Source: an optimization exercise on an open RTL-to-GDS flow (aim: small area and a short achievable clock period). Production flows keep margins and buffers that such runs may drop.
Function was checked by simulation only, so behaviour that the tests miss may differ from the original.
No activity file was given, so power comes from the tool's default toggle rates.

Setup of alpha:
// fp_adder_16_bit
module fp_adder_16_bit (
    input clock,
    input reset,
    input in_valid,
    input [15:0] operand_a,
    input [15:0] operand_b,
    input final_operation,
    output reg out_valid,
    output reg [15:0] result,
    output reg overflow_flag,
    output reg underflow_flag,
    output reg zero_flag,
    output reg infinity_flag,
    output reg NaN_flag
);
Settings: LEC_CHECK=0, CAP_MARGIN=20, CORE_MARGIN=2, CORE_UTILIZATION=40, SETUP_SLACK_MARGIN=1.0, SLEW_MARGIN=20; clock period 3.5 ns.
run.sh (not shown) runs the stock make flow with config.mk's settings and CLKGATE_MAP_FILE= SYNTH_SCRIPT=/design/flow/synth_recipe.tcl, a recipe that flattens the netlist after the stock synthesis.
alpha reached the final stage; the timing, DRC and antenna checks on its layout passed.
Edits applied to the flow inputs when going from alpha to beta:
# alpha
export LEC_CHECK = 0
export CAP_MARGIN = 20
export CORE_MARGIN = 2
export CORE_UTILIZATION = 40
export SETUP_SLACK_MARGIN = 1.0
export SLEW_MARGIN = 20
create_clock -name core_clock -period 3.5 [get_ports {clock}]
# beta
export LEC_CHECK = 0
export CAP_MARGIN = 20
export CORE_MARGIN = 2
export CORE_UTILIZATION = 40
export SLEW_MARGIN = 20
create_clock -name core_clock -period 3.5 [get_ports {clock}]
## What came out
Number of gates resized after CTS sits lower in beta than in alpha. Between alpha and beta, final cell area excluding filler cells is higher for alpha, beta comes in under that. Against alpha, beta reports a global-route met3 utilization that is higher. Maximum single-stage delay on the critical path delta for beta relative to alpha: 0.18 ns higher. Diff alpha and beta: overall power higher in alpha. Looking at via count of the first global-routing pass, beta sits 105 lower than alpha does. After detailed routing, alpha needs more wire than beta. Compare alpha and beta | synthesis-to-finish area growth lower: beta. In beta the worst IR drop on VDD turned out 0.97% lower than in alpha. Changes observed in beta relative to alpha: instance count along the most critical hold path about even; met2 usage in global routing fell 1.2 points.
Modified inputs, gamma compared to beta
# beta
export LEC_CHECK = 0
export CAP_MARGIN = 20
export CORE_MARGIN = 2
export CORE_UTILIZATION = 40
export SLEW_MARGIN = 20
create_clock -name core_clock -period 3.5 [get_ports {clock}]
# gamma
export LEC_CHECK = 0
export CAP_MARGIN = 20
export CORE_MARGIN = 2
export CORE_UTILIZATION = 40
export SETUP_SLACK_MARGIN = 2.0
export SLEW_MARGIN = 20
create_clock -name core_clock -period 3.5 [get_ports {clock}]
Results
Every stage of the flow completed for gamma, and the final layout passed the timing, DRC and antenna checks. gamma -> beta: combined area of all synthesized cells delta 0, exact match. | final hold slack | gamma vs beta | ≈ equal |. gamma vs beta — non-clock buffer count rose about 130%. Changes observed in gamma relative to beta: routed wire length on met2 up 25%; average wire length per cell after detail routing increased by 6.9% relative to the old numbers; worst setup slack climbed 0.60 ns. | worst path arrival time | lower: gamma |.

========
Another version of the RTL of fp_adder_16_bit (not shown whole).
For scale: about 850 cells after synthesis, about 180 flip-flops, about 58 I/O pins, about 0.0072 mm^2 of cells after synthesis.
## fp_adder_16_bit
module fp_adder_16_bit (
    input clock,
    input reset,
    input in_valid,
    input [15:0] operand_a,
    input [15:0] operand_b,
    input final_operation,
    output reg out_valid,
    output reg [15:0] result,
    output reg overflow_flag,
    output reg underflow_flag,
    output reg zero_flag,
    output reg infinity_flag,
    output reg NaN_flag
);
==> flow/config.mk <==
export PLATFORM = sky130hd
export DESIGN_NAME = fp_adder_16_bit
export DESIGN_NICKNAME = fp_adder_16_bit
export VERILOG_FILES = /design/flow/design.v
export SDC_FILE = /design/flow/constraint.sdc
export NUM_CORES = 4
export LEC_CHECK = 0
export ABC_AREA = 1
export CAP_MARGIN = 20
export CORE_MARGIN = 2
export CORE_UTILIZATION = 40
export CTS_BUF_LIST = sky130_fd_sc_hd__clkbuf_8
export CTS_CLUSTER_SIZE = 40
export SETUP_SLACK_MARGIN = 1.8
export SLEW_MARGIN = 20
==> flow/constraint.sdc <==
create_clock -name core_clock -period 3.5 [get_ports {clock}]
set_input_delay 0.7000 -clock core_clock [delete_from_list [all_inputs] [get_ports {clock}]]
set_output_delay 0.7000 -clock core_clock [all_outputs]
set_load 0.01 [all_outputs]
The first run produced a clean layout.
==> next run, changes <==
--- a/flow/config.mk
+++ b/flow/config.mk
@@ -14 +14 @@
-export SETUP_SLACK_MARGIN = 1.8
+export SETUP_SLACK_MARGIN = 1.6
After rerunning:
- sequential share of layout area grows by 1.6 points
- total power fell by 6.9%
- count of clock-buffer cells in the layout does not change
- cell area is lower by 4.2%
- global-route usage is about the same
- non-clock buffer count goes down by 26
==> next run, changes <==
--- a/flow/config.mk
+++ b/flow/config.mk
@@ -8 +7,0 @@
-export ABC_AREA = 1
@@ -14 +13,2 @@
-export SETUP_SLACK_MARGIN = 1.6
+export PLACE_DENSITY = 0.45
+export SETUP_SLACK_MARGIN = 1.5
Outcome: Cell area climbs by 3.1%; area after synthesis drops by 1.1%; non-clock buffer count climbs by 24; global-route usage climbs by 1.2 points; routed wire length climbs by 6.3%; setup slack loses 0.20 ns; sequential power climbs by about 4%; fmax drops by 10%; core utilization climbs by 2.9 points.
==> next run, changes <==
--- a/flow/config.mk
+++ b/flow/config.mk
@@ -7,0 +8 @@
+export ABC_AREA = 1
@@ -13,2 +14 @@
-export PLACE_DENSITY = 0.45
-export SETUP_SLACK_MARGIN = 1.5
+export SETUP_SLACK_MARGIN = 1.9
After rerunning: Worst setup slack improves by 0.36 ns; worst hold slack hardly moves; final cell count goes up by 16%; die area is higher by 1.1%; non-clock buffer count rose by 11.

========
== try-willow ==
fp_adder_16_bit again, from the RTL that the note above started with.
Design fp_adder_16_bit, start of the top module:
module fp_adder_16_bit (
    input clock,
    input reset,
    input in_valid,
    input [15:0] operand_a,
    input [15:0] operand_b,
    input final_operation,
    output reg out_valid,
    output reg [15:0] result,
    output reg overflow_flag,
    output reg underflow_flag,
    output reg zero_flag,
    output reg infinity_flag,
    output reg NaN_flag
);
    localparam S1 = 1;    
    localparam S2 = 1;    
    localparam S3 = 1;    
    localparam S4 = 1;    
    localparam S5 = 1;    
    wire        sa = operand_a[15], sb = operand_b[15];
    wire [4:0]  ea = operand_a[14:10], eb = operand_b[14:10];
    wire [9:0]  fa = operand_a[9:0],  fb = operand_b[9:0];
    wire        ha = |fa, hb = |fb;
    wire ea_max = &ea, eb_max = &eb;
    wire inf_c  = (ea_max & ~ha) | (eb_max & ~hb);
    wire nan_c  = (ea_max & ha) | (eb_max & hb);
    wire [5:0]  ediff = {1'b0, ea} - {1'b0, eb};      
    wire        e_lt  = ediff[5];
    wire        e_eq  = (ea == eb);
    wire        f_lt  = (fa < fb);
    wire [4:0]  bexp  = e_lt ? eb : ea;
    wire        flush = e_lt | (ediff[4:0] > 5'd11);
    wire [3:0]  sh    = ediff[3:0];
    wire [9:0]  fa_1, fb_1;
    wire        ha_1, hb_1, sa_1, sb_1, e_lt_1, e_eq_1, f_lt_1;
    wire [4:0]  bexp_1;
    wire [3:0]  sh_1;
    wire        flush_1, fop_1, inf_1, nan_1, v_1;
    pipe_stage #(.W(40), .EN(S1)) r1 (clock,
        {fa, fb, ha, hb, sa, sb, e_lt, e_eq, f_lt, bexp, sh, flush, final_operation, inf_c, nan_c},
        {fa_1, fb_1, ha_1, hb_1, sa_1, sb_1, e_lt_1, e_eq_1, f_lt_1, bexp_1, sh_1, flush_1, fop_1, inf_1, nan_1});
    valid_stage #(.EN(S1)) rv1 (clock, reset, in_valid, v_1);
    wire [10:0] ma_1  = {ha_1, fa_1}, mb_1 = {hb_1, fb_1};
    wire        op_1   = fop_1 ^ sa_1 ^ sb_1;
    wire        zero_1 = ~ha_1 & ~hb_1;
    wire        bsel  = e_eq_1 ? f_lt_1 : e_lt_1;
    wire        sign_1 = bsel ? sb_1 : sa_1;
    wire [10:0] big_1 = bsel ? mb_1 : ma_1;
    wire [13:0] lx    = {mb_1, 3'b000};
    wire [13:0] shx   = lx >> sh_1;
    wire [10:0] por;
    genvar q;
    generate for (q = 0; q < 11; q = q + 1) begin : g_por
        assign por[q] = |mb_1[q:0];
    end endgenerate
    wire [15:0] stk_sel = {3'b000, por, 2'b00};     
    wire [15:0] nz_sel  = {4'b0000, por, 1'b0};     
    wire        stk   = stk_sel[sh_1];
    wire        nz_lo = nz_sel[sh_1];
  ...
export LEC_CHECK = 0
export CAP_MARGIN = 20
export CORE_MARGIN = 2
export CORE_UTILIZATION = 40
export CTS_BUF_LIST = sky130_fd_sc_hd__clkbuf_8
export CTS_CLUSTER_DIAMETER = 500
export CTS_CLUSTER_SIZE = 100
export SETUP_SLACK_MARGIN = 1.5
export SLEW_MARGIN = 20
create_clock -name core_clock -period 3.5 [get_ports {clock}]
Inputs modified between try-willow and try-yarrow:
Settings: a deleted CTS_CLUSTER_DIAMETER that had been 500; an added ABC_AREA of 1; a change of CTS_CLUSTER_SIZE from 100 to 40; a change of SETUP_SLACK_MARGIN from 1.5 to 2.0.
Notes after the runs:
try-yarrow finished all stages; the layout is clean. Die size: try-yarrow exceeds try-willow. try-yarrow against try-willow: inverter count of the layout excluding clock inverters shows an increase of 68, die extent in x now sits higher, final cycle utilization of the critical path -9.2 points. Compared with try-willow, try-yarrow shows required arrival time at the worst endpoint higher by 70 ps. Across both runs, max-slew headroom at the worst pin was higher for try-yarrow than for try-willow. Final setup slack of the worst path ended up 320 ps higher on try-yarrow than on try-willow.
Inputs modified between try-yarrow and try-tundra:
Settings: a change of SETUP_SLACK_MARGIN from 2.0 to 1.5; an added PLACE_DENSITY of 0.8; a deleted ABC_AREA that had been 1.
### Flow results
try-tundra against try-yarrow; synthesized cell count is down by more than 10%. The higher core utilization of try-yarrow and try-tundra is in try-yarrow. try-yarrow → try-tundra: multiplexer fraction of the synthesized cell area now sits higher; first-pass GRT wire length went down by 5.3 mm. The area used by sequential logic in the layout reported for try-tundra is smaller than that of try-yarrow by 1.2%. Sort try-yarrow and try-tundra by post-route clock period utilization, ascending, and try-yarrow comes first.
The inputs of try-lagoon differ from those of try-tundra as listed below.
Settings: changing CTS_CLUSTER_SIZE from 40 to 80; removing PLACE_DENSITY (formerly 0.8); changing CTS_BUF_LIST from sky130_fd_sc_hd__clkbuf_8 to sky130_fd_sc_hd__clkbuf_16; setting CTS_CLUSTER_DIAMETER to 300 for the first time.
Findings:
- Summary of try-lagoon over try-tundra: ratio of final minimum period to clock period went down by 0.59 points, relative contribution of the clock network to total power grew by 5.4 points, total power has increased.
For try-delta, these inputs were changed with respect to try-lagoon:
Settings: setting ABC_AREA to 1 for the first time; changing CTS_CLUSTER_SIZE from 80 to 40; removing CTS_CLUSTER_DIAMETER (formerly 300); changing CTS_BUF_LIST from sky130_fd_sc_hd__clkbuf_16 to sky130_fd_sc_hd__clkbuf_8; changing SETUP_SLACK_MARGIN from 1.5 to 1.7.
Notes after the runs:
- Delta(wire length, try-delta - try-lagoon) > 0
- Delta (try-delta minus try-lagoon): last weighted congestion value of the routability-driven placer moved down, total buffers and inverters traversed by the critical path moved up.
- Having completed the whole flow, try-delta delivered a layout that passed the timing, DRC and antenna checks.
- Compared to try-lagoon, try-delta has first-pass iteration count of the detailed router 3 higher.
- From try-lagoon to try-delta the numbers moved as follows: power consumed by combinational cells went up by about 10%; area enclosed by the die boundary picked up an extra 1.1%.
- From try-lagoon to try-delta the numbers moved as follows: via count of the first global-routing pass now larger, global-route wire length before repair now larger.
- Summary of try-delta over try-lagoon: reg-to-reg setup timing slack shows an increase of 230 ps, highest net fanout along the worst path picked up an extra 9.
- On number of distinct library cells after synthesis, the higher figure sits with try-lagoon, not try-delta.

-- afterwards: timing with drivers on the ports --
The flow's constraints put no driver on any port. The routed layouts listed below were extracted and timed again, unchanged, in two steps.
Step 1 assumes that a clkbuf_16 drives the clock port and a buf_2 every other input.
Step 2 times the ports against the registers' clock, not the clock port: input delays grow and output delays shrink by t, the midpoint of the rising clock arrivals with the driver on.
Three values: ideal ports, drivers, drivers and shift; two values: the first two.
run	shift t [ns]	setup slack, ns	latest minus earliest clock arrival (ns)	worst register clock-pin slew, ns	worst data-port slew with drivers (ns)
alpha	0.460	1.003 / 1.003 / 0.593	0.011 / 0.011	0.07 / 0.07	0.03
beta	0.453	0.452 / 0.452 / 0.275	0.006 / 0.006	0.06 / 0.06	0.04
gamma	0.464	1.049 / 1.049 / 0.690	0.010 / 0.010	0.07 / 0.07	0.06
the first run of note 2	0.486	1.819 / 1.805 / 1.348	0.023 / 0.023	0.11 / 0.11	0.03
the second run of note 2	0.488	1.678 / 1.641 / 1.208	0.022 / 0.022	0.11 / 0.11	0.03
the third run of note 2	0.481	1.476 / 1.476 / 1.050	0.016 / 0.016	0.10 / 0.10	0.03
the fourth run of note 2	0.486	1.839 / 1.801 / 1.398	0.019 / 0.018	0.11 / 0.11	0.04
try-willow	0.475	1.509 / 1.509 / 1.064	0.018 / 0.018	0.11 / 0.11	0.04
try-yarrow	0.487	1.829 / 1.803 / 1.401	0.015 / 0.015	0.10 / 0.10	0.06
try-tundra	0.495	1.468 / 1.468 / 1.029	0.012 / 0.013	0.10 / 0.10	0.04
try-lagoon	0.463	1.488 / 1.488 / 1.108	0.013 / 0.013	0.07 / 0.07	0.04
try-delta	0.502	1.720 / 1.712 / 1.257	0.017 / 0.017	0.10 / 0.10	0.04
After both steps setup and hold are still met in every run listed. The setup slack of the first run of note 2, which loses most, moves by -0.014 ns with the drivers and by -0.471 ns with both steps.
